Context: an optimization exercise on an open-source flow, tuned for small area, a short achievable clock period and few clock cycles per item. The choices shown serve that exercise and are no tape-out recipe. At most, simulation tests tie the RTL to the original design; equivalence was not proved. Power is estimated from default activity; no workload was simulated.

== job 987 ==
==> module gost89_ofb_encrypt, before the edit <==
module gost89_ofb_encrypt(
  input              clk,
  input              reset,
  input              load_data,
  input              load_IV,
  input      [255:0] key,
  input      [63:0]  in,
  input      [63:0]  IV,
  output     [63:0]  out,
  output reg         busy
);
  reg  [31:0] a, b;      
  reg  [31:0] rk;        
  reg  [4:0]  cnt;       
  function [2:0] kidx(input [4:0] r);
    kidx = r[2:0] ^ {3{r[4] & r[3]}};
  endfunction
  function [31:0] ksel(input [255:0] k, input [2:0] i);
    ksel = k[255 - 32*i -: 32];
  endfunction
  wire [31:0] ra, rb;
  gost89_round rnd(.key(rk), .n1(a), .n2(b), .out1(ra), .out2(rb));
  wire [4:0] cnt_inc = cnt + 5'd1;
  wire        ld_iv = load_data & load_IV;
  wire [31:0] fm    = load_data ? 32'd0 : (ra ^ b);
  wire [2:0] ki = load_data ? 3'd0 : kidx(cnt_inc);
  reg  [31:0] kmux;
  integer i;
  always @* begin
    kmux = 32'd0;
    for (i = 0; i < 8; i = i + 1)
      kmux = kmux | (ksel(key, i) & {32{ki == i}});
  end
  always @(posedge clk) begin
    if (load_data || busy) begin
      a <= ld_iv ? IV[63:32] : (b ^ fm);
      b <= ld_iv ? IV[31:0]  : a;
    end
    if (load_data)
      busy <= 1'b1;
    else if (reset || cnt == 5'd31)
      busy <= 1'b0;
    cnt <= (load_data || reset) ? 5'd0 : cnt_inc;
    rk  <= kmux;
  end
  assign out = {b, a} ^ in;
endmodule
clock: 10.0 ns
lec_check: 0
cap_margin: 20
core_margin: 2
core_utilization: 50
place_density: 0.75
setup_slack_margin: 5
slew_margin: 20
standard.sh (not shown) runs the stock make flow with config.mk's settings and CLKGATE_MAP_FILE= SYNTH_SCRIPT=/design/flow/synth_recipe.tcl, a recipe that flattens the netlist after the stock synthesis.
==> flow/flow/run.sh <==
#!/bin/bash
# The standard ORFS layout (standard.sh) with these changes:
#  - the port buffers that buffer_ports puts on every input and output are the
#    smallest buffer (sky130_fd_sc_hd__buf_1) instead of ORFS's default choice;
#    the resizer may still upsize any of them where timing needs it;
#  - synthesis skips the extraction of full/half adder cells (extract_fa), so
#    ABC maps all of the combinational logic itself;
#  - the pin placer keeps each in[i] next to out[i] (out = KS ^ in is a
#    combinational port-to-port path);
#  - the resizer aims at a setup slack of 5.5 ns.
# standard.sh's output (every tool's) goes to standard.log; ORFS keeps per-step logs too.
args=""
for i in $(seq 0 63); do args="$args -group_pins {in[$i] out[$i]}"; done
export PLACE_PINS_ARGS="$args"
export BUFFER_PORTS_ARGS="-buffer_cell sky130_fd_sc_hd__buf_1"
export ADDER_MAP_FILE=
bash standard.sh SETUP_SLACK_MARGIN=5.5 finish > standard.log 2>&1
#### Input delta (job 301 over job 987)
-- flow/design.v --
<<< job 987, line 67
    else if (reset || cnt == 5'd31)
      busy <= 1'b0;
    cnt <= (load_data || reset) ? 5'd0 : cnt_inc;
    rk  <= kmux;
  end
>>> job 301, line 67
    else if (reset || cnt == 5'd31)
      busy <= 1'b0;
    cnt <= load_data ? 5'd0 : cnt_inc;
    rk  <= kmux;
  end
Cmp job 987 and job 301 / number of diodes / lower: job 987
Compared with job 987, job 301 shows post-layout worst setup margin higher by 27 ps.
Of the two candidates, job 987 has the worse worst slew margin relative to its limit and job 301 the better one.
Job 301 ended up with in[56] as its launch point of the worst path; job 987 ended up with in[6].
Job 301 against job 987: number of stages on the worst hold path increased by 1 relative to the old numbers; non-clock buffer count -2; total power density per cell area went up about 4.6%; synthesized cell count fell 55; utilization higher.
For fraction of power consumed by the clock network, job 987 and job 301 come out practically identical.
Comparing job 987 and job 301, the higher met2 track demand over resource is on job 301.
Highest-delay cell along the critical path: sky130_fd_sc_hd__xor2_2 -> job 987, sky130_fd_sc_hd__buf_1 -> job 301
Sort job 987 and job 301 by sum of internal, switching and leakage power desc -> top: job 987
Testbench counts of job 301, summed over its fixed seeds: cycles 33,792, items 1,024.
Only the layout flow was run in job 987; the RTL was not checked for function there.


gost89_ofb_encrypt with an RTL version that a note above also has.
Size: about 1100 cells after synthesis, ~100 flip-flops, about 450 I/O pins, roughly 0.0088 mm2 of cells after synthesis.
==> flow/design.v (excerpt) <==
module gost89_ofb_encrypt(
  input              clk,
  input              reset,
  input              load_data,
  input              load_IV,
  input      [255:0] key,
  input      [63:0]  in,
  input      [63:0]  IV,
  output     [63:0]  out,
  output reg         busy
);
==> module gost89_ofb_encrypt, before the edit <==
module gost89_ofb_encrypt(
  input              clk,
  input              reset,
  input              load_data,
  input              load_IV,
  input      [255:0] key,
  input      [63:0]  in,
  input      [63:0]  IV,
  output     [63:0]  out,
  output reg         busy
);
  reg  [31:0] a, b;      
  reg  [31:0] rk;        
  reg  [4:0]  cnt;       
  function [2:0] kidx(input [4:0] r);
    kidx = r[2:0] ^ {3{r[4] & r[3]}};
  endfunction
  function [31:0] ksel(input [255:0] k, input [2:0] i);
    ksel = k[255 - 32*i -: 32];
  endfunction
  wire [31:0] ra, rb;
  gost89_round rnd(.key(rk), .n1(a), .n2(b), .out1(ra), .out2(rb));
  wire [4:0] cnt_inc = cnt + 5'd1;
  wire        ld_iv = load_data & load_IV;
  wire [31:0] fm    = load_data ? 32'd0 : (ra ^ b);
  wire [2:0] ki = load_data ? 3'd0 : kidx(cnt_inc);
  reg  [31:0] kmux;
  integer i;
  always @* begin
    kmux = 32'd0;
    for (i = 0; i < 8; i = i + 1)
      kmux = kmux | (ksel(key, i) & {32{ki == i}});
  end
  always @(posedge clk) begin
    if (load_data || busy) begin
      a <= ld_iv ? IV[63:32] : (b ^ fm);
      b <= ld_iv ? IV[31:0]  : a;
    end
    if (load_data)
      busy <= 1'b1;
    else if (reset || cnt == 5'd31)
      busy <= 1'b0;
    cnt <= load_data ? 5'd0 : cnt_inc;
    rk  <= kmux;
  end
  assign out = {b, a} ^ in;
endmodule
export LEC_CHECK = 0
export CAP_MARGIN = 20
export CORE_MARGIN = 2
export CORE_UTILIZATION = 50
export SETUP_SLACK_MARGIN = 5
export SLEW_MARGIN = 20
create_clock -name core_clock -period 10.0 [get_ports {clk}]
==> flow/flow/run.sh <==
#!/bin/bash
# The standard ORFS layout (standard.sh) with two changes:
#  - the port buffers that buffer_ports puts on every input and output are the
#    smallest buffer (sky130_fd_sc_hd__buf_1) instead of ORFS's default choice;
#    the resizer may still upsize any of them where timing needs it;
#  - synthesis skips the extraction of full/half adder cells (extract_fa), so
#    ABC maps all of the combinational logic itself.
# Each tool's full output goes to standard.log (ORFS keeps per-step logs too).
export BUFFER_PORTS_ARGS="-buffer_cell sky130_fd_sc_hd__buf_1"
export ADDER_MAP_FILE=
bash standard.sh SETUP_SLACK_MARGIN=5.6 finish > standard.log 2>&1
The first run completed without violations.
Testbench counts at the start, summed over its fixed seeds: cycles 33,792, items 1,024.
Change:
--- a/flow/design.v
+++ b/flow/design.v
@@ -49,14 +49,6 @@
   wire [4:0] cnt_inc = cnt + 5'd1;
   wire        ld_iv = load_data & load_IV;
   wire [31:0] fm    = load_data ? 32'd0 : (ra ^ b);
-  wire [2:0] ki = load_data ? 3'd0 : kidx(cnt_inc);
-  reg  [31:0] kmux;
-  integer i;
-  always @* begin
-    kmux = 32'd0;
-    for (i = 0; i < 8; i = i + 1)
-      kmux = kmux | (ksel(key, i) & {32{ki == i}});
-  end
   always @(posedge clk) begin
     if (load_data || busy) begin
       a <= ld_iv ? IV[63:32] : (b ^ fm);
@@ -67,7 +59,7 @@
     else if (reset || cnt == 5'd31)
       busy <= 1'b0;
     cnt <= load_data ? 5'd0 : cnt_inc;
-    rk  <= kmux;
+    rk  <= load_data ? key[255:224] : ksel(key, kidx(cnt_inc));
   end
   assign out = {b, a} ^ in;
 endmodule
What happened: The new run ran to the end with no violations; clock power went up by 7.7%; synthesized cell count grows by 19%; wire length is lower by 12%; utilization went down by 2.0 points; final cell count goes up by 11%; power barely changes; die area goes up by 9.4%; count of clock-buffer cells in the layout is unchanged; clock skew is lower by 4.4 ps; design area came out higher by 6.0%; via count climbs by 2.6%; fmax barely changes; register-to-register slack barely changes; hold slack gets worse by 91 ps.
The RTL of the second run of this note was laid out without a check of its function.

## what the ideal ports hide
The flow's constraints put no driver on any port. The routed layouts listed below were extracted and timed again, unchanged, in two steps.
Step 1, drivers: a clkbuf_16 drives clk and a buf_2 each remaining input, both assumed.
Step 2 times the ports against the registers' clock, not the clock port: input delays grow and output delays shrink by t, the midpoint of the rising clock arrivals with the driver on.
a / b / c = no drivers / after step 1 / after step 2; a / b = the first two.
run | t, ns | setup slack, ns | hold slack, ns | worst slew at a driven data input, ns
job 987 | 0.412 | 5.542 / 5.507 / 5.291 | 0.603 / 0.603 / 0.603 | 0.17
job 301 | 0.403 | 5.570 / 5.543 / 5.315 | 0.599 / 0.599 / 0.599 | 0.21
the first run of note 2 | 0.404 | 5.543 / 5.469 / 5.467 | 0.585 / 0.585 / 0.585 | 0.17
the second run of note 2 | 0.403 | 5.536 / 5.483 / 5.388 | 0.493 / 0.493 / 0.493 | 0.12
After both steps setup and hold are still met in every run listed. For job 301, which loses most, drivers alone change the setup slack by -0.027 ns; drivers and shift together by -0.255 ns.
